What follows belongs to an exercise in optimizing a design on an open flow for small area and a short achievable clock period; a production flow would make more cautious choices. Only simulation tests tie the RTL to the original design; equivalence was not proved. Power and IR drop assume default switching activity.

## flow/design.v (module list and top-level ports; edited modules follow where they fit)
// module simd_vector_mac: 4424 lines
module simd_vector_mac (
    input clk,
    input rst_n,
    input valid_i,
    input start_i,
    input last_i,
    input [63:0] A,
    input [63:0] B,
    output vector_mac_valid_o,
    output [37:0] vector_mac_data_o
);
  // ...
==> flow/flow/run.sh <==
#!/bin/bash
# Standard layout, with one netlist step between synthesis and floorplan: bubble2.py chooses the
# polarity of the full-adder cells, fa(~a,~b,~c) = ~fa(a,b,c), and of gates that have a
# complemented twin, so that the netlist needs fewer inverters. Registers are not touched.
set -euo pipefail
R=$PWD/orfs/results/$FLOW_PLATFORM/simd_vector_mac/base
LIB=$FLOW_HOME/platforms/$FLOW_PLATFORM/lib/sky130_fd_sc_hd__tt_025C_1v80.lib
bash standard.sh "$R/1_2_yosys.v" > synth.log 2>&1
cp "$R/1_2_yosys.v" "$PWD/1_2_yosys_standard.v"
python3 flow/bubble2.py "$LIB" "$PWD/1_2_yosys_standard.v" "$R/1_2_yosys.v" > bubble.log 2>&1
bash standard.sh finish > layout.log 2>&1
==> flow/flow/bubble2.py <==
#!/usr/bin/env python3
"""Choose the polarity of every full-adder cell in a flat sky130hd Yosys netlist so that the
netlist needs as few inverters as possible, then rebuild its inverters.

A full adder with all three inputs complemented gives both outputs complemented:
fa(~a, ~b, ~c) = (~sum, ~cout). Synthesis maps many adders in the inverted form and puts an
inverter on adder inputs and outputs. Here every inverter is taken out, each signal is traced to
its source with the parity of the inverters on the way, each adder gets a polarity (0: as it is,
1: all its pins complemented) from a local search, and one inverter is put back for each signal
that some pin needs complemented. Registers, ports and all other cells keep their function and
names; the netlist's function is unchanged.

Gates that have a complemented twin with the same inputs (nand2 and and2, o21ai and o21a, ...)
may also be swapped for their twin where that saves area, so that a signal can be had in either
polarity without an inverter.

usage: bubble2.py LIB IN.v OUT.v
"""
import random, re, sys

libtxt = open(sys.argv[1]).read()
LIB = {}
for m in re.finditer(r'cell\s*\(\s*"?(sky130_fd_sc_hd__\w+)"?\s*\)\s*\{', libtxt):
    nxt = libtxt.find("cell (", m.end())
    seg = libtxt[m.end(): nxt if nxt > 0 else len(libtxt)]
    area = float(re.search(r"area\s*:\s*([0-9.]+)", seg).group(1))
    pins = re.findall(r'pin\s*\(\s*"?(\w+)"?\s*\)\s*\{\s*[^}]*?direction\s*:\s*"?(\w+)"?', seg, re.S)
    LIB[m.group(1)] = (area, {p for p, d in pins if d == "input"}, [p for p, d in pins if d == "output"])
PAIRS = """and2 nand2 and3 nand3 and4 nand4 or2 nor2 or3 nor3 or4 nor4 xor2 xnor2 xor3 xnor3
and2b nand2b and3b nand3b and4b nand4b and4bb nand4bb or2b nor2b or3b nor3b or4b nor4b or4bb nor4bb
a21o a21oi a211o a211oi a2111o a2111oi a21bo a21boi a22o a22oi a221o a221oi a2bb2o a2bb2oi
a311o a311oi a31o a31oi a32o a32oi a41o a41oi o21a o21ai o211a o211ai o2111a o2111ai o21ba o21bai
o221a o221ai o22a o22ai o2bb2a o2bb2ai o311a o311ai o31a o31ai o32a o32ai o41a o41ai mux2 mux2i""".split()
TWIN = {}
for i in range(0, len(PAIRS), 2):
    TWIN[PAIRS[i]] = PAIRS[i + 1]
    TWIN[PAIRS[i + 1]] = PAIRS[i]
P = "sky130_fd_sc_hd__"


def twin_of(typ):
    """The complemented twin cell of typ (same drive if the library has it), or None."""
    mm = re.match(P + r"(\w+?)_(\d+)$", typ)
    if not mm or mm.group(1) not in TWIN or typ not in LIB:
        return None
    base = P + TWIN[mm.group(1)]
    for size in (mm.group(2), "1", "2", "0", "4"):
        t = f"{base}_{size}"
        if t in LIB and LIB[t][1] == LIB[typ][1] and len(LIB[t][2]) == 1 and len(LIB[typ][2]) == 1:
            return t
    return None


src = open(sys.argv[2]).read()
OUT_PINS = {"Y", "X", "SUM", "COUT", "Q", "Q_N", "HI", "LO"}
FA_IN = ("A", "B", "CIN")
INV = "sky130_fd_sc_hd__inv_1"

m = re.search(r"module\s+(\w+)\s*\((.*?)\);(.*)endmodule", src, re.S)
top, portlist, body = m.group(1), m.group(2), m.group(3)
decls, assigns, cells, order, ports = [], [], {}, [], set()
for st in re.split(r";\s*\n", body):
    s = st.strip()
    if not s:
        continue
    if re.match(r"(input|output|inout|wire)\b", s):
        decls.append(s + " ;")
        mm = re.match(r"(input|output|inout)\s+(\[[^\]]*\]\s*)?(\S+)", s)
        if mm:
            ports.add(mm.group(3))
        continue
    if s.startswith("assign"):
        assigns.append(s + " ;")
        continue
    mm = re.match(r"(\S+)\s+(\S+)\s*\((.*)\)\s*$", s, re.S)
    if not mm:
        raise SystemExit("cannot parse: " + s[:200])
    typ, name, conns = mm.groups()
    pins = {pm.group(1): pm.group(2).strip() for pm in re.finditer(r"\.(\w+)\(([^()]*)\)", conns)}
    cells[name] = [typ, pins]
    order.append(name)
if assigns:
    raise SystemExit("netlist has assign statements; not handled")


def is_port(net):
    return re.sub(r"\[\d+\]$", "", net) in ports


driver = {}
for c in order:
    for p, net in cells[c][1].items():
        if p in OUT_PINS:
            driver[net] = c

# removable inverters: every inverter whose output is not a port
inv = {c for c in order if cells[c][0].startswith(("sky130_fd_sc_hd__inv_", "sky130_fd_sc_hd__clkinv_"))
       and not is_port(cells[c][1]["Y"])}
fas = [c for c in order if cells[c][0].startswith("sky130_fd_sc_hd__fa_")]
fixed = {c for c in fas if any(is_port(cells[c][1][p]) for p in ("SUM", "COUT"))}
flip_ok = [c for c in fas if c not in fixed]


def root(net):
    par = 0
    while net in driver and driver[net] in inv:
        net = cells[driver[net]][1]["A"]
        par ^= 1
    return net, par


# loads: every input pin of a kept cell, as (root, parity)
loads = {}          # root -> list of (cell, pin, parity)
pinroot = {}        # (cell, pin) -> (root, parity)
for c in order:
    if c in inv:
        continue
    for p, net in cells[c][1].items():
        if p in OUT_PINS or net.startswith("1'"):
            continue
        r, q = root(net)
        loads.setdefault(r, []).append((c, p, q))
        pinroot[(c, p)] = (r, q)
# inverter outputs that reach nothing are dropped with the inverter

isfa = set(fas)
twin = {}
for c in order:
    if c in inv or c in isfa:
        continue
    t = twin_of(cells[c][0])
    if t and not any(is_port(n) for p, n in cells[c][1].items() if p in OUT_PINS):
        twin[c] = t
var = flip_ok + list(twin)
pol = {c: 0 for c in var}
INV_AREA = LIB[INV][0]
swap_cost = {c: LIB[t][0] - LIB[cells[c][0]][0] for c, t in twin.items()}


def avail(r):
    return pol.get(driver.get(r), 0)


def need(c, p, q):
    return q ^ (pol[c] if (c in isfa and p in FA_IN and c in pol) else 0)


def cost(r):
    a = avail(r)
    return INV_AREA if any(need(c, p, q) != a for (c, p, q) in loads.get(r, ())) else 0.0


def outs(c):
    return [n for p, n in cells[c][1].items() if p in OUT_PINS]


def touched(f):
    rs = set(outs(f))
    if f in isfa:
        for p in FA_IN:
            if (f, p) in pinroot:
                rs.add(pinroot[(f, p)][0])
    return rs


def own(f):
    return swap_cost.get(f, 0.0) * pol[f]


def total():
    return sum(cost(r) for r in loads) + sum(own(c) for c in twin)


start = total()
# Seed the search: adders joined sum/carry to input want p_g = p_f ^ parity; set them by a
# breadth-first walk over those joins, then try each connected group in both polarities.
adj = {f: [] for f in flip_ok}
for r, ls in loads.items():
    f = driver.get(r)
    if f not in adj:
        continue
    for (g, p, q) in ls:
        if g in adj and p in FA_IN and g != f:
            adj[f].append((g, q))
            adj[g].append((f, q))
seen = set()
groups = []
for s0 in flip_ok:
    if s0 in seen:
        continue
    seen.add(s0)
    comp_l = [s0]
    pol[s0] = 0
    queue = [s0]
    while queue:
        f = queue.pop()
        for g, q in adj[f]:
            if g not in seen:
                seen.add(g)
                pol[g] = pol[f] ^ q
                comp_l.append(g)
                queue.append(g)
    groups.append(comp_l)
seeded = total()
for comp_l in groups:
    before = total()
    for f in comp_l:
        pol[f] ^= 1
    if total() >= before:
        for f in comp_l:
            pol[f] ^= 1
if total() > start:
    for f in flip_ok:
        pol[f] = 0
start_seeded = total()
best, best_pol = start_seeded, dict(pol)
cur = start_seeded
rng = random.Random(1)
for it in range(80):
    rng.shuffle(var)
    improved = False
    for f in var:
        rs = touched(f)
        before = sum(cost(r) for r in rs) + own(f)
        pol[f] ^= 1
        after = sum(cost(r) for r in rs) + own(f)
        d = after - before
        if d < -1e-9 or (abs(d) < 1e-9 and rng.random() < 0.3):
            cur += d
            if d < -1e-9:
                improved = True
        else:
            pol[f] ^= 1
    if cur < best - 1e-9:
        best, best_pol = cur, dict(pol)
    if not improved and it > 30:
        break
pol = best_pol
for c, t in twin.items():
    if pol[c]:
        pins = cells[c][1]
        (op,) = [p for p in pins if p in OUT_PINS]
        net = pins.pop(op)
        pins[LIB[t][2][0]] = net
        cells[c][0] = t

# rebuild
newdecl, k = [], [0]
comp = {}


def complement(r):
    if r not in comp:
        k[0] += 1
        nn = f"_bubn{k[0]}_"
        newdecl.append(f"wire {nn};")
        ci = f"_bubinv{k[0]}_"
        cells[ci] = [INV, {"A": r, "Y": nn}]
        order.append(ci)
        comp[r] = nn
    return comp[r]


for c in list(order):
    if c in inv or c not in cells:
        continue
    typ, pins = cells[c]
    for p in list(pins):
        if (c, p) not in pinroot:
            continue
        r, q = pinroot[(c, p)]
        pins[p] = r if need(c, p, q) == avail(r) else complement(r)
for c in inv:
    del cells[c]

n_inv0 = len(inv)
sys.stderr.write(f"bubble2: {len(fas)} adders, {sum(pol[c] for c in flip_ok)} flipped, "
                 f"{sum(pol[c] for c in twin)} of {len(twin)} gates swapped for their twin, "
                 f"inverters {n_inv0} -> {len(comp)} (area cost {start:.1f}, seeded {start_seeded:.1f}, "
                 f"{len(groups)} groups, final {best:.1f})\n")

out = [f"module {top}({portlist});"]
out += ["  " + d for d in decls]
out += ["  " + d for d in newdecl]
for name in order:
    if name not in cells:
        continue
    typ, pins = cells[name]
    conn = ",\n".join(f"    .{p}({n}{' ' if n.startswith(chr(92)) else ''})" for p, n in pins.items())
    out.append(f"  {typ} {name} (\n{conn}\n  );")
out.append("endmodule")
open(sys.argv[3], "w").write("\n".join(out) + "\n")
==> flow/standard.sh <==
#!/bin/bash
# synth_recipe.tcl (not shown) runs the flow's synth.tcl, then flattens the netlist and writes it again
# the make line also repeats each setting of config.mk as NAME=value (left out here)
make -C /OpenROAD-flow-scripts/flow DESIGN_CONFIG=/design/flow/config.mk WORK_HOME=/design/flow/orfs CLKGATE_MAP_FILE= SYNTH_SCRIPT=/design/flow/synth_recipe.tcl "${@:-finish}"
==> flow/config.mk <==
export PLATFORM = sky130hd
export DESIGN_NAME = simd_vector_mac
export DESIGN_NICKNAME = simd_vector_mac
export VERILOG_FILES = /design/flow/design.v
export SDC_FILE = /design/flow/constraint.sdc
export NUM_CORES = 4
export LEC_CHECK = 0
export ABC_AREA = 1
export CAP_MARGIN = 20
export CORE_MARGIN = 2
export CORE_UTILIZATION = 40
export SETUP_SLACK_MARGIN = 2.2
export SLEW_MARGIN = 20
==> flow/constraint.sdc <==
create_clock -name core_clock -period 4.5 [get_ports {clk}]
set_input_delay 0.9000 -clock core_clock [delete_from_list [all_inputs] [get_ports {clk}]]
set_output_delay 0.9000 -clock core_clock [all_outputs]
set_load 0.01 [all_outputs]
==> summary.txt, run 1 <==
Critical path
  • Critical path launch point: b_q[1]$_DFF_P_
  • CP endpoint kind: flop
  • R2r endpoint: t2_49$_DFF_P_
  • Total stage count of the critical path: 5
  • CP cell instances: buf_6 > inv_1 > xnor2_1 > fa_2 > fa_2
  • Crit path kind: reg -> reg

Worst hold path
  • Hold path endpoint: t5_0$_DFF_P_
  • Worst Hold Class: reg -> reg
  • Min-delay src: t2_0$_DFF_P_

Layout
  • Share of cells above drive strength 1: 0.369
  • Design Area, Final: about 57000 sq um
  • Syn-to-layout area delta: 42.2%
  • Commonest non-fill, non-tap cells in the layout: 637 x dfxtp_1, 363 x fa_1, 323 x buf_4
  • NumNets Final: around 5000
  • Multi-input gates: between 2000 and 3000
  • Multi-input logic area: a little under 30000 sq um
  • ClkCell Share: 0.0513

Clock tree
  • Max clock buf depth: 3
  • Reg clk slew, reported paths: 0.06 ns

Timing
  • Slew headroom: 0.347
  • Worst Tran Pin Value: 0.952 ns
  • Final min period: between 2 and 3 ns
  • TNS Setup: 0 ns

Power and ir drop
  • Design Power: 36.3 mW
  • Power Dens Cells: ~630 nW/um^2

Global routing
  • Overflow after GRT: 0
  • M1 GR Usage: 0.360
  • Largest net degree at the start of global routing: a little under 60

Detailed routing
  • Met1 wire length: around 56000 um
  • DRT antenna net count: 0

Die
  • Num rows: around 120

Placed design
  • Setup Slack @ Placement: 0.869 ns

Outcome
  • Status: complete, no violations
==> run 2: changes to the inputs <==
--- a/flow/design.v
+++ b/flow/design.v
@@ -4,16 +4,18 @@
     input valid_i,
     input start_i,
     input last_i,
     input [63:0] A,
     input [63:0] B,
     output vector_mac_valid_o,
     output [37:0] vector_mac_data_o
 );
+    logic [4:0] v_p, s_p, l_p;   
+    logic [4:0] clr;   
     logic [63:0] a_q, b_q;
     wire one1;
     wire two2;
     wire bp3;
     wire bp4;
     wire bp5;
     wire bp6;
     wire bp7;
@@ -645,16 +647,20 @@
     wire bp633;
     wire bp634;
     wire bp635;
     wire bp636;
     wire bp637;
     wire bp638;
     wire bp639;
     wire bn640;
+    logic [37:0] acc_s, acc_c;   
+    logic acc_zero;   
+    wire [37:0] as_g = acc_zero ? '0 : acc_s;
+    wire [37:0] ac_g = acc_zero ? '0 : acc_c;
     wire s641;
     wire c642;
     wire s643;
     wire c644;
     wire s645;
     wire c646;
     wire s647;
     wire c648;
@@ -2066,91 +2072,91 @@
     wire s1669;
     wire c1670;
     wire s1671;
     wire c1672;
     wire s1673;
     wire c1674;
     wire s1675;
     wire c1676;
+    logic t7_0;
+    logic t7_1;
+    logic t7_2;
+    logic t7_3;
+    logic t7_4;
+    logic t7_5;
+    logic t7_6;
+    logic t7_7;
+    logic t7_8;
+    logic t7_9;
+    logic t7_10;
+    logic t7_11;
+    logic t7_12;
+    logic t7_13;
+    logic t7_14;
+    logic t7_15;
+    logic t7_16;
+    logic t7_17;
+    logic t7_18;
+    logic t7_19;
+    logic t7_20;
+    logic t7_21;
+    logic t7_22;
+    logic t7_23;
+    logic t7_24;
+    logic t7_25;
+    logic t7_26;
+    logic t7_27;
+    logic t7_28;
+    logic t7_29;
+    logic t7_30;
+    logic t7_31;
+    logic t7_32;
+    logic t7_33;
+    logic t7_34;
+    logic t7_35;
+    logic t7_36;
+    logic t7_37;
+    logic t7_38;
+    logic t7_39;
+    logic t7_40;
+    logic t7_41;
+    logic t7_42;
+    logic t7_43;
+    logic t7_44;
+    logic t7_45;
+    logic t7_46;
+    logic t7_47;
+    logic t7_48;
+    logic t7_49;
+    logic t7_50;
+    logic t7_51;
+    logic t7_52;
+    logic t7_53;
+    logic t7_54;
+    logic t7_55;
+    logic t7_56;
+    logic t7_57;
+    logic t7_58;
+    logic t7_59;
+    logic t7_60;
+    logic t7_61;
+    logic t7_62;
+    logic t7_63;
+    logic t7_64;
+    logic t7_65;
+    logic t7_66;
+    logic t7_67;
+    logic t7_68;
+    logic t7_69;
+    logic t7_70;
     wire s1677;
     wire c1678;
     wire s1679;
     wire c1680;
-    logic t8_0;
-    logic t8_1;
-    logic t8_2;
-    logic t8_3;
-    logic t8_4;
-    logic t8_5;
-    logic t8_6;
-    logic t8_7;
-    logic t8_8;
-    logic t8_9;
-    logic t8_10;
-    logic t8_11;
-    logic t8_12;
-    logic t8_13;
-    logic t8_14;
-    logic t8_15;
-    logic t8_16;
-    logic t8_17;
-    logic t8_18;
-    logic t8_19;
-    logic t8_20;
-    logic t8_21;
-    logic t8_22;
-    logic t8_23;
-    logic t8_24;
-    logic t8_25;
-    logic t8_26;
-    logic t8_27;
-    logic t8_28;
-    logic t8_29;
-    logic t8_30;
-    logic t8_31;
-    logic t8_32;
-    logic t8_33;
-    logic t8_34;
-    logic t8_35;
-    logic t8_36;
-    logic t8_37;
-    logic t8_38;
-    logic t8_39;
-    logic t8_40;
-    logic t8_41;
-    logic t8_42;
-    logic t8_43;
-    logic t8_44;
-    logic t8_45;
-    logic t8_46;
-    logic t8_47;
-    logic t8_48;
-    logic t8_49;
-    logic t8_50;
-    logic t8_51;
-    logic t8_52;
-    logic t8_53;
-    logic t8_54;
-    logic t8_55;
-    logic t8_56;
-    logic t8_57;
-    logic t8_58;
-    logic t8_59;
-    logic t8_60;
-    logic t8_61;
-    logic t8_62;
-    logic t8_63;
-    logic t8_64;
-    logic t8_65;
-    logic t8_66;
-    logic t8_67;
-    logic t8_68;
-    logic t8_69;
-    logic t8_70;
     wire s1681;
     wire c1682;
     wire s1683;
     wire c1684;
     wire s1685;
     wire c1686;
     wire s1687;
     wire c1688;
@@ -2185,16 +2191,168 @@
     wire s1717;
     wire c1718;
     wire s1719;
     wire c1720;
     wire s1721;
     wire c1722;
     wire s1723;
     wire c1724;
+    wire s1725;
+    wire c1726;
+    wire s1727;
+    wire c1728;
+    wire s1729;
+    wire c1730;
+    wire s1731;
+    wire c1732;
+    wire s1733;
+    wire c1734;
+    wire s1735;
+    wire c1736;
+    wire s1737;
+    wire c1738;
+    wire s1739;
+    wire c1740;
+    wire s1741;
+    wire c1742;
+    wire s1743;
+    wire c1744;
+    wire s1745;
+    wire c1746;
+    wire s1747;
+    wire c1748;
+    wire s1749;
+    wire c1750;
+    wire s1751;
+    wire c1752;
+    wire s1753;
+    wire c1754;
+    wire s1755;
+    wire c1756;
+    wire s1757;
+    wire c1758;
+    wire s1759;
+    wire c1760;
+    wire s1761;
+    wire c1762;
+    wire s1763;
+    wire c1764;
+    wire s1765;
+    wire c1766;
+    wire s1767;
+    wire c1768;
+    wire s1769;
+    wire c1770;
+    wire s1771;
+    wire c1772;
+    wire s1773;
+    wire c1774;
+    wire s1775;
+    wire c1776;
+    wire s1777;
+    wire c1778;
+    wire s1779;
+    wire c1780;
+    wire s1781;
+    wire c1782;
+    wire s1783;
+    wire c1784;
+    wire s1785;
+    wire c1786;
+    wire s1787;
+    wire c1788;
+    wire s1789;
+    wire c1790;
+    wire s1791;
+    wire c1792;
+    wire s1793;
+    wire c1794;
+    wire s1795;
+    wire c1796;
+    wire s1797;
+    wire c1798;
+    wire s1799;
+    wire c1800;
+    wire s1801;
+    wire c1802;
+    wire s1803;
+    wire c1804;
+    wire s1805;
+    wire c1806;
+    wire s1807;
+    wire c1808;
+    wire s1809;
+    wire c1810;
+    wire s1811;
+    wire c1812;
+    wire s1813;
+    wire c1814;
+    wire s1815;
+    wire c1816;
+    wire s1817;
+    wire c1818;
+    wire s1819;
+    wire c1820;
+    wire s1821;
+    wire c1822;
+    wire s1823;
+    wire c1824;
+    wire s1825;
+    wire c1826;
+    wire s1827;
+    wire c1828;
+    wire s1829;
+    wire c1830;
+    wire s1831;
+    wire c1832;
+    wire s1833;
+    wire c1834;
+    wire s1835;
+    wire c1836;
+    wire s1837;
+    wire c1838;
+    wire s1839;
+    wire c1840;
+    wire s1841;
+    wire c1842;
+    wire s1843;
+    wire c1844;
+    wire s1845;
+    wire c1846;
+    wire s1847;
+    wire c1848;
+    wire s1849;
+    wire c1850;
+    wire s1851;
+    wire c1852;
+    wire s1853;
+    wire c1854;
+    wire s1855;
+    wire c1856;
+    wire s1857;
+    wire c1858;
+    wire s1859;
+    wire c1860;
+    wire s1861;
+    wire c1862;
+    wire s1863;
+    wire c1864;
+    wire s1865;
+    wire c1866;
+    wire s1867;
+    wire c1868;
+    wire s1869;
+    wire c1870;
+    wire s1871;
+    wire c1872;
+    wire s1873;
+    wire c1874;
+    wire s1875;
+    wire c1876;
     wire [63:0] a_g = A;
     assign one1 = b_q[0] ^ 1'b0;
     assign two2 = (b_q[1] & ~b_q[0] & ~1'b0) | (~b_q[1] & b_q[0] & 1'b0);
     assign bp3 = ((one1 & a_q[0]) | (two2 & 1'b0)) ^ b_q[1];
     assign bp4 = ((one1 & a_q[1]) | (two2 & a_q[0])) ^ b_q[1];
     assign bp5 = ((one1 & a_q[2]) | (two2 & a_q[1])) ^ b_q[1];
     assign bp6 = ((one1 & a_q[3]) | (two2 & a_q[2])) ^ b_q[1];
     assign bp7 = ((one1 & a_q[4]) | (two2 & a_q[3])) ^ b_q[1];
@@ -3862,68 +4020,218 @@
     assign s1669 = s1631 ^ t5_83 ^ c1630;
     assign c1670 = (s1631 & t5_83) | (s1631 & c1630) | (t5_83 & c1630);
     assign s1671 = s1637 ^ t5_93 ^ c1636;
     assign c1672 = (s1637 & t5_93) | (s1637 & c1636) | (t5_93 & c1636);
     assign s1673 = t5_97 ^ t5_98 ^ c1640;
     assign c1674 = (t5_97 & t5_98) | (t5_97 & c1640) | (t5_98 & c1640);
     assign s1675 = t5_104 ^ t5_105 ^ c1642;
     assign c1676 = (t5_104 & t5_105) | (t5_104 & c1642) | (t5_105 & c1642);
-    assign s1677 = s1657 ^ c1614;
-    assign c1678 = s1657 & c1614;
-    assign s1679 = s1661 ^ c1620;
-    assign c1680 = s1661 & c1620;
-    assign s1681 = t8_7 ^ t8_8;
-    assign c1682 = t8_7 & t8_8;
-    assign s1683 = t8_10 ^ t8_11;
-    assign c1684 = t8_10 & t8_11;
-    assign s1685 = t8_12 ^ t8_13;
-    assign c1686 = t8_12 & t8_13;
-    assign s1687 = t8_14 ^ t8_15;
-    assign c1688 = t8_14 & t8_15;
-    assign s1689 = t8_16 ^ t8_17;
-    assign c1690 = t8_16 & t8_17;
-    assign s1691 = t8_18 ^ t8_19;
-    assign c1692 = t8_18 & t8_19;
-    assign s1693 = t8_20 ^ t8_21;
-    assign c1694 = t8_20 & t8_21;
-    assign s1695 = t8_22 ^ t8_23;
-    assign c1696 = t8_22 & t8_23;
-    assign s1697 = t8_24 ^ t8_25;
-    assign c1698 = t8_24 & t8_25;
-    assign s1699 = t8_26 ^ t8_27;
-    assign c1700 = t8_26 & t8_27;
-    assign s1701 = t8_28 ^ t8_29;
-    assign c1702 = t8_28 & t8_29;
-    assign s1703 = t8_30 ^ t8_31 ^ t8_32;
-    assign c1704 = (t8_30 & t8_31) | (t8_30 & t8_32) | (t8_31 & t8_32);
-    assign s1705 = t8_33 ^ t8_34 ^ t8_35;
-    assign c1706 = (t8_33 & t8_34) | (t8_33 & t8_35) | (t8_34 & t8_35);
-    assign s1707 = t8_36 ^ t8_37 ^ t8_38;
-    assign c1708 = (t8_36 & t8_37) | (t8_36 & t8_38) | (t8_37 & t8_38);
-    assign s1709 = t8_39 ^ t8_40 ^ t8_41;
-    assign c1710 = (t8_39 & t8_40) | (t8_39 & t8_41) | (t8_40 & t8_41);
-    assign s1711 = t8_42 ^ t8_43;
-    assign c1712 = t8_42 & t8_43;
-    assign s1713 = t8_44 ^ t8_45 ^ t8_46;
-    assign c1714 = (t8_44 & t8_45) | (t8_44 & t8_46) | (t8_45 & t8_46);
-    assign s1715 = t8_47 ^ t8_48;
-    assign c1716 = t8_47 & t8_48;
-    assign s1717 = t8_49 ^ t8_50 ^ t8_51;
-    assign c1718 = (t8_49 & t8_50) | (t8_49 & t8_51) | (t8_50 & t8_51);
-    assign s1719 = t8_52 ^ t8_53;
-    assign c1720 = t8_52 & t8_53;
-    assign s1721 = t8_55 ^ t8_56;
-    assign c1722 = t8_55 & t8_56;
-    assign s1723 = t8_59 ^ t8_60;
-    assign c1724 = t8_59 & t8_60;
-    wire [37:0] row0 = {t8_70, t8_69, t8_68, t8_67, t8_66, t8_64, t8_63, t8_62, s1723, t8_58, s1721, t8_54, s1719, s1717, s1715, s1713, s1711, s1709, s1707, s1705, s1703, s1701, s1699, s1697, s1695, s1693, s1691, s1689, s1687, s1685, s1683, s1681, t8_6, t8_5, t8_4, t8_3, t8_2, t8_0};
-    wire [37:0] row1 = {1'b0, 1'b0, 1'b0, 1'b0, 1'b0, t8_65, 1'b0, c1724, t8_61, c1722, t8_57, c1720, c1718, c1716, c1714, c1712, c1710, c1708, c1706, c1704, c1702, c1700, c1698, c1696, c1694, c1692, c1690, c1688, c1686, c1684, c1682, t8_9, 1'b0, 1'b0, 1'b0, 1'b0, 1'b0, t8_1};
-    logic [4:0] v_p, s_p, l_p;
-    logic [4:0] clr;   
+    assign s1677 = t7_7 ^ t7_8;
+    assign c1678 = t7_7 & t7_8;
+    assign s1679 = t7_10 ^ t7_11;
+    assign c1680 = t7_10 & t7_11;
+    assign s1681 = t7_12 ^ t7_13;
+    assign c1682 = t7_12 & t7_13;
+    assign s1683 = t7_14 ^ t7_15;
+    assign c1684 = t7_14 & t7_15;
+    assign s1685 = t7_16 ^ t7_17;
+    assign c1686 = t7_16 & t7_17;
+    assign s1687 = t7_18 ^ t7_19;
+    assign c1688 = t7_18 & t7_19;
+    assign s1689 = t7_20 ^ t7_21;
+    assign c1690 = t7_20 & t7_21;
+    assign s1691 = t7_22 ^ t7_23;
+    assign c1692 = t7_22 & t7_23;
+    assign s1693 = t7_24 ^ t7_25;
+    assign c1694 = t7_24 & t7_25;
+    assign s1695 = t7_26 ^ t7_27;
+    assign c1696 = t7_26 & t7_27;
+    assign s1697 = t7_28 ^ t7_29;
+    assign c1698 = t7_28 & t7_29;
+    assign s1699 = t7_30 ^ t7_31 ^ t7_32;
+    assign c1700 = (t7_30 & t7_31) | (t7_30 & t7_32) | (t7_31 & t7_32);
+    assign s1701 = t7_33 ^ as_g[17];
+    assign c1702 = t7_33 & as_g[17];
+    assign s1703 = t7_34 ^ t7_35 ^ as_g[18];
+    assign c1704 = (t7_34 & t7_35) | (t7_34 & as_g[18]) | (t7_35 & as_g[18]);
+    assign s1705 = t7_36 ^ t7_37 ^ t7_38;
+    assign c1706 = (t7_36 & t7_37) | (t7_36 & t7_38) | (t7_37 & t7_38);
+    assign s1707 = t7_39 ^ as_g[19];
+    assign c1708 = t7_39 & as_g[19];
+    assign s1709 = t7_40 ^ t7_41 ^ as_g[20];
+    assign c1710 = (t7_40 & t7_41) | (t7_40 & as_g[20]) | (t7_41 & as_g[20]);
+    assign s1711 = t7_42 ^ t7_43;
+    assign c1712 = t7_42 & t7_43;
+    assign s1713 = t7_44 ^ t7_45 ^ t7_46;
+    assign c1714 = (t7_44 & t7_45) | (t7_44 & t7_46) | (t7_45 & t7_46);
+    assign s1715 = t7_47 ^ t7_48;
+    assign c1716 = t7_47 & t7_48;
+    assign s1717 = t7_49 ^ t7_50 ^ t7_51;
+    assign c1718 = (t7_49 & t7_50) | (t7_49 & t7_51) | (t7_50 & t7_51);
+    assign s1719 = t7_52 ^ t7_53;
+    assign c1720 = t7_52 & t7_53;
+    assign s1721 = t7_55 ^ t7_56;
+    assign c1722 = t7_55 & t7_56;
+    assign s1723 = t7_59 ^ t7_60;
+    assign c1724 = t7_59 & t7_60;
+    assign s1725 = t7_0 ^ t7_1;
+    assign c1726 = t7_0 & t7_1;
+    assign s1727 = t7_2 ^ as_g[1];
+    assign c1728 = t7_2 & as_g[1];
+    assign s1729 = t7_3 ^ as_g[2];
+    assign c1730 = t7_3 & as_g[2];
+    assign s1731 = t7_4 ^ as_g[3];
+    assign c1732 = t7_4 & as_g[3];
+    assign s1733 = t7_5 ^ as_g[4];
+    assign c1734 = t7_5 & as_g[4];
+    assign s1735 = t7_6 ^ as_g[5];
+    assign c1736 = t7_6 & as_g[5];
+    assign s1737 = s1677 ^ t7_9 ^ as_g[6];
+    assign c1738 = (s1677 & t7_9) | (s1677 & as_g[6]) | (t7_9 & as_g[6]);
+    assign s1739 = s1679 ^ as_g[7] ^ ac_g[7];
+    assign c1740 = (s1679 & as_g[7]) | (s1679 & ac_g[7]) | (as_g[7] & ac_g[7]);
+    assign s1741 = s1681 ^ as_g[8] ^ ac_g[8];
+    assign c1742 = (s1681 & as_g[8]) | (s1681 & ac_g[8]) | (as_g[8] & ac_g[8]);
+    assign s1743 = s1683 ^ as_g[9] ^ ac_g[9];
+    assign c1744 = (s1683 & as_g[9]) | (s1683 & ac_g[9]) | (as_g[9] & ac_g[9]);
+    assign s1745 = s1685 ^ as_g[10] ^ ac_g[10];
+    assign c1746 = (s1685 & as_g[10]) | (s1685 & ac_g[10]) | (as_g[10] & ac_g[10]);
+    assign s1747 = s1687 ^ as_g[11] ^ ac_g[11];
+    assign c1748 = (s1687 & as_g[11]) | (s1687 & ac_g[11]) | (as_g[11] & ac_g[11]);
+    assign s1749 = s1689 ^ as_g[12] ^ ac_g[12];
+    assign c1750 = (s1689 & as_g[12]) | (s1689 & ac_g[12]) | (as_g[12] & ac_g[12]);
+    assign s1751 = s1691 ^ as_g[13] ^ ac_g[13];
+    assign c1752 = (s1691 & as_g[13]) | (s1691 & ac_g[13]) | (as_g[13] & ac_g[13]);
+    assign s1753 = s1693 ^ as_g[14] ^ ac_g[14];
+    assign c1754 = (s1693 & as_g[14]) | (s1693 & ac_g[14]) | (as_g[14] & ac_g[14]);
+    assign s1755 = s1695 ^ as_g[15] ^ ac_g[15];
+    assign c1756 = (s1695 & as_g[15]) | (s1695 & ac_g[15]) | (as_g[15] & ac_g[15]);
+    assign s1757 = s1697 ^ as_g[16] ^ ac_g[16];
+    assign c1758 = (s1697 & as_g[16]) | (s1697 & ac_g[16]) | (as_g[16] & ac_g[16]);
+    assign s1759 = s1699 ^ s1701 ^ ac_g[17];
+    assign c1760 = (s1699 & s1701) | (s1699 & ac_g[17]) | (s1701 & ac_g[17]);
+    assign s1761 = s1703 ^ ac_g[18] ^ c1700;
+    assign c1762 = (s1703 & ac_g[18]) | (s1703 & c1700) | (ac_g[18] & c1700);
+    assign s1763 = s1705 ^ s1707 ^ ac_g[19];
+    assign c1764 = (s1705 & s1707) | (s1705 & ac_g[19]) | (s1707 & ac_g[19]);
+    assign s1765 = s1709 ^ ac_g[20] ^ c1706;
+    assign c1766 = (s1709 & ac_g[20]) | (s1709 & c1706) | (ac_g[20] & c1706);
+    assign s1767 = s1711 ^ as_g[21] ^ ac_g[21];
+    assign c1768 = (s1711 & as_g[21]) | (s1711 & ac_g[21]) | (as_g[21] & ac_g[21]);
+    assign s1769 = s1713 ^ as_g[22] ^ ac_g[22];
+    assign c1770 = (s1713 & as_g[22]) | (s1713 & ac_g[22]) | (as_g[22] & ac_g[22]);
+    assign s1771 = s1715 ^ as_g[23] ^ ac_g[23];
+    assign c1772 = (s1715 & as_g[23]) | (s1715 & ac_g[23]) | (as_g[23] & ac_g[23]);
+    assign s1773 = s1717 ^ as_g[24] ^ ac_g[24];
+    assign c1774 = (s1717 & as_g[24]) | (s1717 & ac_g[24]) | (as_g[24] & ac_g[24]);
+    assign s1775 = s1719 ^ as_g[25] ^ ac_g[25];
+    assign c1776 = (s1719 & as_g[25]) | (s1719 & ac_g[25]) | (as_g[25] & ac_g[25]);
+    assign s1777 = t7_54 ^ as_g[26] ^ ac_g[26];
+    assign c1778 = (t7_54 & as_g[26]) | (t7_54 & ac_g[26]) | (as_g[26] & ac_g[26]);
+    assign s1779 = s1721 ^ t7_57 ^ as_g[27];
+    assign c1780 = (s1721 & t7_57) | (s1721 & as_g[27]) | (t7_57 & as_g[27]);
+    assign s1781 = t7_58 ^ as_g[28] ^ ac_g[28];
+    assign c1782 = (t7_58 & as_g[28]) | (t7_58 & ac_g[28]) | (as_g[28] & ac_g[28]);
+    assign s1783 = s1723 ^ t7_61 ^ as_g[29];
+    assign c1784 = (s1723 & t7_61) | (s1723 & as_g[29]) | (t7_61 & as_g[29]);
+    assign s1785 = t7_62 ^ as_g[30] ^ ac_g[30];
+    assign c1786 = (t7_62 & as_g[30]) | (t7_62 & ac_g[30]) | (as_g[30] & ac_g[30]);
+    assign s1787 = t7_63 ^ as_g[31];
+    assign c1788 = t7_63 & as_g[31];
+    assign s1789 = t7_64 ^ t7_65 ^ as_g[32];
+    assign c1790 = (t7_64 & t7_65) | (t7_64 & as_g[32]) | (t7_65 & as_g[32]);
+    assign s1791 = t7_66 ^ as_g[33];
+    assign c1792 = t7_66 & as_g[33];
+    assign s1793 = t7_67 ^ as_g[34];
+    assign c1794 = t7_67 & as_g[34];
+    assign s1795 = t7_68 ^ as_g[35];
+    assign c1796 = t7_68 & as_g[35];
+    assign s1797 = t7_69 ^ as_g[36];
+    assign c1798 = t7_69 & as_g[36];
+    assign s1799 = t7_70 ^ as_g[37];
+    assign c1800 = t7_70 & as_g[37];
+    assign s1801 = s1725 ^ as_g[0];
+    assign c1802 = s1725 & as_g[0];
+    assign s1803 = s1727 ^ ac_g[1] ^ c1726;
+    assign c1804 = (s1727 & ac_g[1]) | (s1727 & c1726) | (ac_g[1] & c1726);
+    assign s1805 = s1729 ^ ac_g[2] ^ c1728;
+    assign c1806 = (s1729 & ac_g[2]) | (s1729 & c1728) | (ac_g[2] & c1728);
+    assign s1807 = s1731 ^ ac_g[3] ^ c1730;
+    assign c1808 = (s1731 & ac_g[3]) | (s1731 & c1730) | (ac_g[3] & c1730);
+    assign s1809 = s1733 ^ ac_g[4] ^ c1732;
+    assign c1810 = (s1733 & ac_g[4]) | (s1733 & c1732) | (ac_g[4] & c1732);
+    assign s1811 = s1735 ^ ac_g[5] ^ c1734;
+    assign c1812 = (s1735 & ac_g[5]) | (s1735 & c1734) | (ac_g[5] & c1734);
+    assign s1813 = s1737 ^ ac_g[6] ^ c1736;
+    assign c1814 = (s1737 & ac_g[6]) | (s1737 & c1736) | (ac_g[6] & c1736);
+    assign s1815 = s1739 ^ c1678 ^ c1738;
+    assign c1816 = (s1739 & c1678) | (s1739 & c1738) | (c1678 & c1738);
+    assign s1817 = s1741 ^ c1680 ^ c1740;
+    assign c1818 = (s1741 & c1680) | (s1741 & c1740) | (c1680 & c1740);
+    assign s1819 = s1743 ^ c1682 ^ c1742;
+    assign c1820 = (s1743 & c1682) | (s1743 & c1742) | (c1682 & c1742);
+    assign s1821 = s1745 ^ c1684 ^ c1744;
+    assign c1822 = (s1745 & c1684) | (s1745 & c1744) | (c1684 & c1744);
+    assign s1823 = s1747 ^ c1686 ^ c1746;
+    assign c1824 = (s1747 & c1686) | (s1747 & c1746) | (c1686 & c1746);
+    assign s1825 = s1749 ^ c1688 ^ c1748;
+    assign c1826 = (s1749 & c1688) | (s1749 & c1748) | (c1688 & c1748);
+    assign s1827 = s1751 ^ c1690 ^ c1750;
+    assign c1828 = (s1751 & c1690) | (s1751 & c1750) | (c1690 & c1750);
+    assign s1829 = s1753 ^ c1692 ^ c1752;
+    assign c1830 = (s1753 & c1692) | (s1753 & c1752) | (c1692 & c1752);
+    assign s1831 = s1755 ^ c1694 ^ c1754;
+    assign c1832 = (s1755 & c1694) | (s1755 & c1754) | (c1694 & c1754);
+    assign s1833 = s1757 ^ c1696 ^ c1756;
+    assign c1834 = (s1757 & c1696) | (s1757 & c1756) | (c1696 & c1756);
+    assign s1835 = s1759 ^ c1698 ^ c1758;
+    assign c1836 = (s1759 & c1698) | (s1759 & c1758) | (c1698 & c1758);
+    assign s1837 = s1761 ^ c1702 ^ c1760;
+    assign c1838 = (s1761 & c1702) | (s1761 & c1760) | (c1702 & c1760);
+    assign s1839 = s1763 ^ c1704 ^ c1762;
+    assign c1840 = (s1763 & c1704) | (s1763 & c1762) | (c1704 & c1762);
+    assign s1841 = s1765 ^ c1708 ^ c1764;
+    assign c1842 = (s1765 & c1708) | (s1765 & c1764) | (c1708 & c1764);
+    assign s1843 = s1767 ^ c1710 ^ c1766;
+    assign c1844 = (s1767 & c1710) | (s1767 & c1766) | (c1710 & c1766);
+    assign s1845 = s1769 ^ c1712 ^ c1768;
+    assign c1846 = (s1769 & c1712) | (s1769 & c1768) | (c1712 & c1768);
+    assign s1847 = s1771 ^ c1714 ^ c1770;
+    assign c1848 = (s1771 & c1714) | (s1771 & c1770) | (c1714 & c1770);
+    assign s1849 = s1773 ^ c1716 ^ c1772;
+    assign c1850 = (s1773 & c1716) | (s1773 & c1772) | (c1716 & c1772);
+    assign s1851 = s1775 ^ c1718 ^ c1774;
+    assign c1852 = (s1775 & c1718) | (s1775 & c1774) | (c1718 & c1774);
+    assign s1853 = s1777 ^ c1720 ^ c1776;
+    assign c1854 = (s1777 & c1720) | (s1777 & c1776) | (c1720 & c1776);
+    assign s1855 = s1779 ^ ac_g[27] ^ c1778;
+    assign c1856 = (s1779 & ac_g[27]) | (s1779 & c1778) | (ac_g[27] & c1778);
+    assign s1857 = s1781 ^ c1722 ^ c1780;
+    assign c1858 = (s1781 & c1722) | (s1781 & c1780) | (c1722 & c1780);
+    assign s1859 = s1783 ^ ac_g[29] ^ c1782;
+    assign c1860 = (s1783 & ac_g[29]) | (s1783 & c1782) | (ac_g[29] & c1782);
+    assign s1861 = s1785 ^ c1724 ^ c1784;
+    assign c1862 = (s1785 & c1724) | (s1785 & c1784) | (c1724 & c1784);
+    assign s1863 = s1787 ^ ac_g[31] ^ c1786;
+    assign c1864 = (s1787 & ac_g[31]) | (s1787 & c1786) | (ac_g[31] & c1786);
+    assign s1865 = s1789 ^ ac_g[32] ^ c1788;
+    assign c1866 = (s1789 & ac_g[32]) | (s1789 & c1788) | (ac_g[32] & c1788);
+    assign s1867 = s1791 ^ ac_g[33] ^ c1790;
+    assign c1868 = (s1791 & ac_g[33]) | (s1791 & c1790) | (ac_g[33] & c1790);
+    assign s1869 = s1793 ^ ac_g[34] ^ c1792;
+    assign c1870 = (s1793 & ac_g[34]) | (s1793 & c1792) | (ac_g[34] & c1792);
+    assign s1871 = s1795 ^ ac_g[35] ^ c1794;
+    assign c1872 = (s1795 & ac_g[35]) | (s1795 & c1794) | (ac_g[35] & c1794);
+    assign s1873 = s1797 ^ ac_g[36] ^ c1796;
+    assign c1874 = (s1797 & ac_g[36]) | (s1797 & c1796) | (ac_g[36] & c1796);
+    assign s1875 = s1799 ^ ac_g[37] ^ c1798;
+    assign c1876 = (s1799 & ac_g[37]) | (s1799 & c1798) | (ac_g[37] & c1798);
+    wire [37:0] row0 = {s1875, s1873, s1871, s1869, s1867, s1865, s1863, s1861, s1859, s1857, s1855, s1853, s1851, s1849, s1847, s1845, s1843, s1841, s1839, s1837, s1835, s1833, s1831, s1829, s1827, s1825, s1823, s1821, s1819, s1817, s1815, s1813, s1811, s1809, s1807, s1805, s1803, s1801};
+    wire [37:0] row1 = {c1874, c1872, c1870, c1868, c1866, c1864, c1862, c1860, c1858, c1856, c1854, c1852, c1850, c1848, c1846, c1844, c1842, c1840, c1838, c1836, c1834, c1832, c1830, c1828, c1826, c1824, c1822, c1820, c1818, c1816, c1814, c1812, c1810, c1808, c1806, c1804, c1802, ac_g[0]};
     assign v_p[0] = valid_i;
     assign s_p[0] = valid_i & start_i;
     assign l_p[0] = valid_i & last_i;
     assign clr[0] = 1'b0;
     always_ff @(posedge clk or negedge rst_n)
         if (!rst_n) begin
             v_p[4:1] <= '0;
             s_p[4:1] <= '0;
@@ -4318,99 +4626,94 @@
         t5_99 <= s1593;
         t5_100 <= c1592;
         t5_101 <= s1521;
         t5_102 <= c1520;
         t5_103 <= c1594;
         t5_104 <= s1413;
         t5_105 <= c1522;
         t5_106 <= c1414;
-        t8_0 <= t5_0 & v_p[3];
-        t8_1 <= t5_1 & v_p[3];
-        t8_2 <= t5_2 & v_p[3];
-        t8_3 <= t5_3 & v_p[3];
-        t8_4 <= t5_4 & v_p[3];
-        t8_5 <= s1595 & v_p[3];
-        t8_6 <= s1643 & v_p[3];
-        t8_7 <= t5_10 & v_p[3];
-        t8_8 <= t5_11 & v_p[3];
-        t8_9 <= c1644 & v_p[3];
-        t8_10 <= t5_12 & v_p[3];
-        t8_11 <= t5_13 & v_p[3];
-        t8_12 <= s1597 & v_p[3];
-        t8_13 <= t5_17 & v_p[3];
-        t8_14 <= s1599 & v_p[3];
-        t8_15 <= c1598 & v_p[3];
-        t8_16 <= s1601 & v_p[3];
-        t8_17 <= c1600 & v_p[3];
-        t8_18 <= s1645 & v_p[3];
-        t8_19 <= c1602 & v_p[3];
-        t8_20 <= s1647 & v_p[3];
-        t8_21 <= c1646 & v_p[3];
-        t8_22 <= s1649 & v_p[3];
-        t8_23 <= c1648 & v_p[3];
-        t8_24 <= s1651 & v_p[3];
-        t8_25 <= c1650 & v_p[3];
-        t8_26 <= s1653 & v_p[3];
-        t8_27 <= c1652 & v_p[3];
-        t8_28 <= s1655 & v_p[3];
-        t8_29 <= c1654 & v_p[3];
-        t8_30 <= s1677 & v_p[3];
-        t8_31 <= c1616 & v_p[3];
-        t8_32 <= c1656 & v_p[3];
-        t8_33 <= s1659 & v_p[3];
-        t8_34 <= c1658 & v_p[3];
-        t8_35 <= c1678 & v_p[3];
-        t8_36 <= s1679 & v_p[3];
-        t8_37 <= c1622 & v_p[3];
-        t8_38 <= c1660 & v_p[3];
-        t8_39 <= s1663 & v_p[3];
-        t8_40 <= c1662 & v_p[3];
-        t8_41 <= c1680 & v_p[3];
-        t8_42 <= s1665 & v_p[3];
-        t8_43 <= c1664 & v_p[3];
-        t8_44 <= s1667 & v_p[3];
-        t8_45 <= c1628 & v_p[3];
-        t8_46 <= c1666 & v_p[3];
-        t8_47 <= s1669 & v_p[3];
-        t8_48 <= c1668 & v_p[3];
-        t8_49 <= s1633 & v_p[3];
-        t8_50 <= c1632 & v_p[3];
-        t8_51 <= c1670 & v_p[3];
-        t8_52 <= s1635 & v_p[3];
-        t8_53 <= c1634 & v_p[3];
-        t8_54 <= s1671 & v_p[3];
-        t8_55 <= s1639 & v_p[3];
-        t8_56 <= c1638 & v_p[3];
-        t8_57 <= c1672 & v_p[3];
-        t8_58 <= s1673 & v_p[3];
-        t8_59 <= t5_99 & v_p[3];
-        t8_60 <= t5_100 & v_p[3];
-        t8_61 <= c1674 & v_p[3];
-        t8_62 <= s1641 & v_p[3];
-        t8_63 <= s1675 & v_p[3];
-        t8_64 <= t5_106 & v_p[3];
-        t8_65 <= c1676 & v_p[3];
-        t8_66 <= v_p[3];
-        t8_67 <= v_p[3];
-        t8_68 <= v_p[3];
-        t8_69 <= v_p[3];
-        t8_70 <= v_p[3];
+        t7_0 <= t5_0 & v_p[3];
+        t7_1 <= t5_1 & v_p[3];
+        t7_2 <= t5_2 & v_p[3];
+        t7_3 <= t5_3 & v_p[3];
+        t7_4 <= t5_4 & v_p[3];
+        t7_5 <= s1595 & v_p[3];
+        t7_6 <= s1643 & v_p[3];
+        t7_7 <= t5_10 & v_p[3];
+        t7_8 <= t5_11 & v_p[3];
+        t7_9 <= c1644 & v_p[3];
+        t7_10 <= t5_12 & v_p[3];
+        t7_11 <= t5_13 & v_p[3];
+        t7_12 <= s1597 & v_p[3];
+        t7_13 <= t5_17 & v_p[3];
+        t7_14 <= s1599 & v_p[3];
+        t7_15 <= c1598 & v_p[3];
+        t7_16 <= s1601 & v_p[3];
+        t7_17 <= c1600 & v_p[3];
+        t7_18 <= s1645 & v_p[3];
+        t7_19 <= c1602 & v_p[3];
+        t7_20 <= s1647 & v_p[3];
+        t7_21 <= c1646 & v_p[3];
+        t7_22 <= s1649 & v_p[3];
+        t7_23 <= c1648 & v_p[3];
+        t7_24 <= s1651 & v_p[3];
+        t7_25 <= c1650 & v_p[3];
+        t7_26 <= s1653 & v_p[3];
+        t7_27 <= c1652 & v_p[3];
+        t7_28 <= s1655 & v_p[3];
+        t7_29 <= c1654 & v_p[3];
+        t7_30 <= s1657 & v_p[3];
+        t7_31 <= c1614 & v_p[3];
+        t7_32 <= c1616 & v_p[3];
+        t7_33 <= c1656 & v_p[3];
+        t7_34 <= s1659 & v_p[3];
+        t7_35 <= c1658 & v_p[3];
+        t7_36 <= s1661 & v_p[3];
+        t7_37 <= c1620 & v_p[3];
+        t7_38 <= c1622 & v_p[3];
+        t7_39 <= c1660 & v_p[3];
+        t7_40 <= s1663 & v_p[3];
+        t7_41 <= c1662 & v_p[3];
+        t7_42 <= s1665 & v_p[3];
+        t7_43 <= c1664 & v_p[3];
+        t7_44 <= s1667 & v_p[3];
+        t7_45 <= c1628 & v_p[3];
+        t7_46 <= c1666 & v_p[3];
+        t7_47 <= s1669 & v_p[3];
+        t7_48 <= c1668 & v_p[3];
+        t7_49 <= s1633 & v_p[3];
+        t7_50 <= c1632 & v_p[3];
+        t7_51 <= c1670 & v_p[3];
+        t7_52 <= s1635 & v_p[3];
+        t7_53 <= c1634 & v_p[3];
+        t7_54 <= s1671 & v_p[3];
+        t7_55 <= s1639 & v_p[3];
+        t7_56 <= c1638 & v_p[3];
+        t7_57 <= c1672 & v_p[3];
+        t7_58 <= s1673 & v_p[3];
+        t7_59 <= t5_99 & v_p[3];
+        t7_60 <= t5_100 & v_p[3];
+        t7_61 <= c1674 & v_p[3];
+        t7_62 <= s1641 & v_p[3];
+        t7_63 <= s1675 & v_p[3];
+        t7_64 <= t5_106 & v_p[3];
+        t7_65 <= c1676 & v_p[3];
+        t7_66 <= v_p[3];
+        t7_67 <= v_p[3];
+        t7_68 <= v_p[3];
+        t7_69 <= v_p[3];
+        t7_70 <= v_p[3];
     end
-    logic [37:0] acc_s, acc_c;
-    wire          acc_zero = s_p[4] | clr[4];
-    wire [37:0] as_g = acc_zero ? '0 : acc_s;
-    wire [37:0] ac_g = acc_zero ? '0 : acc_c;
-    wire [37:0] x_s = as_g ^ ac_g ^ row0;
-    wire [37:0] x_c = ((as_g & ac_g) | (as_g & row0) | (ac_g & row0)) << 1;
-    wire [37:0] y_s = x_s ^ x_c ^ row1;
-    wire [37:0] y_c = ((x_s & x_c) | (x_s & row1) | (x_c & row1)) << 1;
+    always_ff @(posedge clk or negedge rst_n)
+        if (!rst_n) acc_zero <= 1'b1;
+        else        acc_zero <= s_p[3] | clr[3];
     always_ff @(posedge clk) begin
-        acc_s <= y_s;
-        acc_c <= y_c;
+        acc_s <= row0;
+        acc_c <= row1;
     end
     logic [37:0] res_d;
     logic res_v, out_v;
     always_ff @(posedge clk or negedge rst_n)
         if (!rst_n) begin
             res_v <= 1'b0;
             out_v <= 1'b0;
         end else begin
==> flow/flow/run.sh (replaced) <==
#!/bin/bash
# Standard layout, with one netlist step between synthesis and floorplan: bubble2.py chooses the
# polarity of the full-adder cells, fa(~a,~b,~c) = ~fa(a,b,c), and of gates that have a
# complemented twin, so that the netlist needs fewer inverters. Registers are not touched.
# Port buffers are buf_2 cells instead of the delay cells buffer_ports picks by itself.
set -euo pipefail
R=$PWD/orfs/results/$FLOW_PLATFORM/simd_vector_mac/base
LIB=$FLOW_HOME/platforms/$FLOW_PLATFORM/lib/sky130_fd_sc_hd__tt_025C_1v80.lib
bash standard.sh "$R/1_2_yosys.v" > synth.log 2>&1
cp "$R/1_2_yosys.v" "$PWD/1_2_yosys_standard.v"
python3 flow/bubble2.py "$LIB" "$PWD/1_2_yosys_standard.v" "$R/1_2_yosys.v" > bubble.log 2>&1
export BUFFER_PORTS_ARGS="-buffer_cell sky130_fd_sc_hd__buf_2"
bash standard.sh finish > layout.log 2>&1
--- a/flow/config.mk
+++ b/flow/config.mk
@@ -4,10 +4,11 @@
 export VERILOG_FILES = /design/flow/design.v
 export SDC_FILE = /design/flow/constraint.sdc
 export NUM_CORES = 4
 export LEC_CHECK = 0
 export ABC_AREA = 1
 export CAP_MARGIN = 20
 export CORE_MARGIN = 2
 export CORE_UTILIZATION = 40
-export SETUP_SLACK_MARGIN = 2.2
+export PLACE_DENSITY = 0.8
+export SETUP_SLACK_MARGIN = 2.3
 export SLEW_MARGIN = 20
==> summary.txt, run 2 <==
Outcome
  • Status: complete, no violations

Run
  • Max-cap violation count: 0

Logic synthesis
  • Warnings from Yosys: 1
  • Syn_area_per_cell: around 11 sq um
  • Mapped Cells: 3782
  • Mapped Area: between 40000 and 50000 sq um
  • Mapped Nets: about 4500

Critical path
  • Top delay family on crit path: compound AO/OA/AOI/OAI gates
  • R2R Setup Slk: 1.48 ns
  • Worst Reg-to-Reg Cells: 8
  • Crit path kind: reg -> reg
  • Crit path max fanout: 7
  • Startpoint Class: flop
  • CP cell instances: or2_4 > buf_12 > nand2_8 > buf_4 > buf_4 > nor2_1 > o21ai_1 > fa_2
  • CP endpoint kind: flop
  • CP Buf/Inv Count: 3
  • R2r startpoint: b_q[11]$_DFF_P_
  • Slowest-stage cell, CP: o21ai_1
  • R2r endpoint: t2_99$_DFF_P_
  • Most frequent CP cell: buf_4
  • Crit path required time: 5.03 ns
  • CP arrival: 3.54 ns
  • Slowest stage delay, CP: slightly above 0.9 ns

Layout
  • Share of cells above drive strength 1: 0.429 (+0.0595)
  • # fillers: between 7000 and 8000
  • NumNets Final: 5076 (-0.63%)
  • Commonest non-fill, non-tap cells in the layout: 620 x dfxtp_1, 328 x fa_1, 304 x buf_4
  • Largest registers: a_q (64), b_q (64)
  • Syn-to-layout area delta: 39.9%
  • Most common cell after layout, fill and taps aside: dfxtp_1

Power and ir drop
  • Design Power: 37.3 mW (+2.9%)
  • Peak supply drop: about 560 uV
  • Power Dens Cells: 664 nW/um^2 (+4.8%)
  • Leak: between 20 and 25 nW

Clock tree
  • CTS tree: yes
  • Num CTS Buffers: 78
  • Clock Latency Late Sink: 0.67 ns
  • Max clock buf depth: 3 (unchanged)
  • Hold_buf cts: 0
  • Reg clk slew, reported paths: 0.06 ns (about the same)
  • # H-tree levels: 3
  • Root Driver: clkbuf_16
  • Clock Sinks: ~700

Timing
  • Final setup violation count: 0
  • Worst Tran Pin Value: 1.18 ns (+0.223 ns)
  • TNS Setup: 0 ns (unchanged)
  • Skew final: 0.0380 ns
  • Final WS setup: around 1.5 ns
  • Final min period: 3.02 ns (+0.395 ns)
  • Max-slew violation count: 0
  • Fmax: around 330 MHz
  • RSZ-0062 raised after global routing: true
  • Final Cycle Share: 0.671
  • Slew headroom: 0.211 (-0.136)
  • Count of final hold-check violations: 0
  • Hold_ws: around 0.15 ns

Global routing
  • First-pass GRT wire length: 216000 um
  • Overflow after GRT: 0 (unchanged)
  • Vias in the first global route: roughly 33000
  • Gr usage total: 0.285
  • Largest net degree at the start of global routing: 51 (-14%)
  • Number of antenna violations at the first check in global routing: 9

Die
  • Die width: 321 um
  • Die Span Y: ~320 um
  • Num ports: roughly 170
  • Full die area: around 100000 sq um
  • Initial Util: 0.403
  • Core area: about 100000 sq um
  • Num rows: 116 (unchanged)

Detailed routing
  • Final wirelength: 170000 um
  • DRT antenna net count: 0 (unchanged)
  • 1st-iter DRT viols: between 4000 and 5000
  • Drc violations: 0
  • Post-DR wirelength/cell: between 20 and 30 um
  • Vias: approximately 34000
  • First-pass detailed-route iteration total: 9
  • Via density: 5.94

Placed design
  • PortBufs: roughly 170
  • Routability cong.: ~1.1
  • Setup Slack @ Placement: 1.33 ns (+0.464 ns)
  • Hpwl dp: roughly 98000 um

Worst hold path
  • Worst Hold Class: in -> async
## run 2: worst max path at each step
stage	startpoint	endpoint	depth (start not counted)
CTS	b_q[35]$_DFF_P_	t2_41$_DFF_P_	8
global route	b_q[11]$_DFF_P_	t2_99$_DFF_P_	8
finish	b_q[11]$_DFF_P_	t2_99$_DFF_P_	8
global placement	b_q[45]$_DFF_P_	t2_259$_DFF_P_	8
detailed placement	b_q[45]$_DFF_P_	t2_259$_DFF_P_	8
floorplan	acc_zero$_DFF_PN1_	acc_s[18]$_DFF_P_	6
## run 2: timing repair
item | in CTS | in global routing
setup endpoints to repair | 326 | 284
cloned | 25 | 8
gates resized for setup | 829 | 450
pin swaps | 344 | 315
setup buffers | 372 | 66
## run 2: per-layer routing
layer,global-route usage,wire length [um],up-vias
li1,-,-,13300
met1,0.328,53900,16400
met2,0.453,74700,2944
met3,0.0936,23200,1155
met4,0.193,17600,14
met5,0,180,-
## run 2: power by group
part | internal, mW | switching (mW)
logic | 8.28 | 10.9
registers | 9.06 | 2.15
clock network | 4.02 | 2.90
## run 2: cell type report
type,count,area [sq um],share of cell area
inverters,378,1870,0.0333
repair inverters,2,12.5,0.000222
clock inverters,44,561,0.00997
repair buffers,627,5660,0.101
flip-flops and latches,709,14500,0.257
well taps,1298,1620,0.0289
clock buffers,100,2190,0.0390
diodes,3,7.51,0.000133
multi-input cells,2518,29800,0.530
## run 2: metrics by stage
| step | instance area, sq um | utilization | instances |
|---|---|---|---|
| final | 56200 | 0.563 | 5679 |
| after global routing | 56200 | 0.563 | 5676 |
| after CTS | 53100 | 0.532 | 5602 |
| after detailed placement | 42800 | 0.429 | 5061 |
| after global placement | 42800 | 0.429 | 5061 |
| after floorplan | 41600 | - | 3782 |
## run 2: worst reg2reg max path, delay by kind of cell, from the launching register on
family	cells	cell delay (ns)
flip-flops	1	0.37
AND/OR/NAND/NOR	3	0.50
AO/OA/AOI/OAI	1	0.92
adder cells (fa/ha/maj)	1	0.70
buffers and inverters	3	0.38

==> separate check: timing with driven ports <==
How much do the figures lean on ideal ports? The routed layouts below were timed once more, with nothing changed but the port constraints.
Step 1, drivers: a clkbuf_16 drives clk and a buf_2 each remaining input, both assumed.
Step 2 moves the port delays by t, midway between the first and last clock arrival at a register: inputs arrive t later, outputs are due t later. That takes back most of the time a late clock gives input paths.
Slacks: no drivers / after step 1 / after step 2; pairs: no drivers / after step 1.
run	t (ns)	slack for setup (ns)	worst setup path after step 2
run 1	0.745	1.878 / 1.878 / 1.878	register to register
run 2	0.718	1.482 / 1.482 / 1.482	register to register
After both steps every run listed still meets setup and hold.
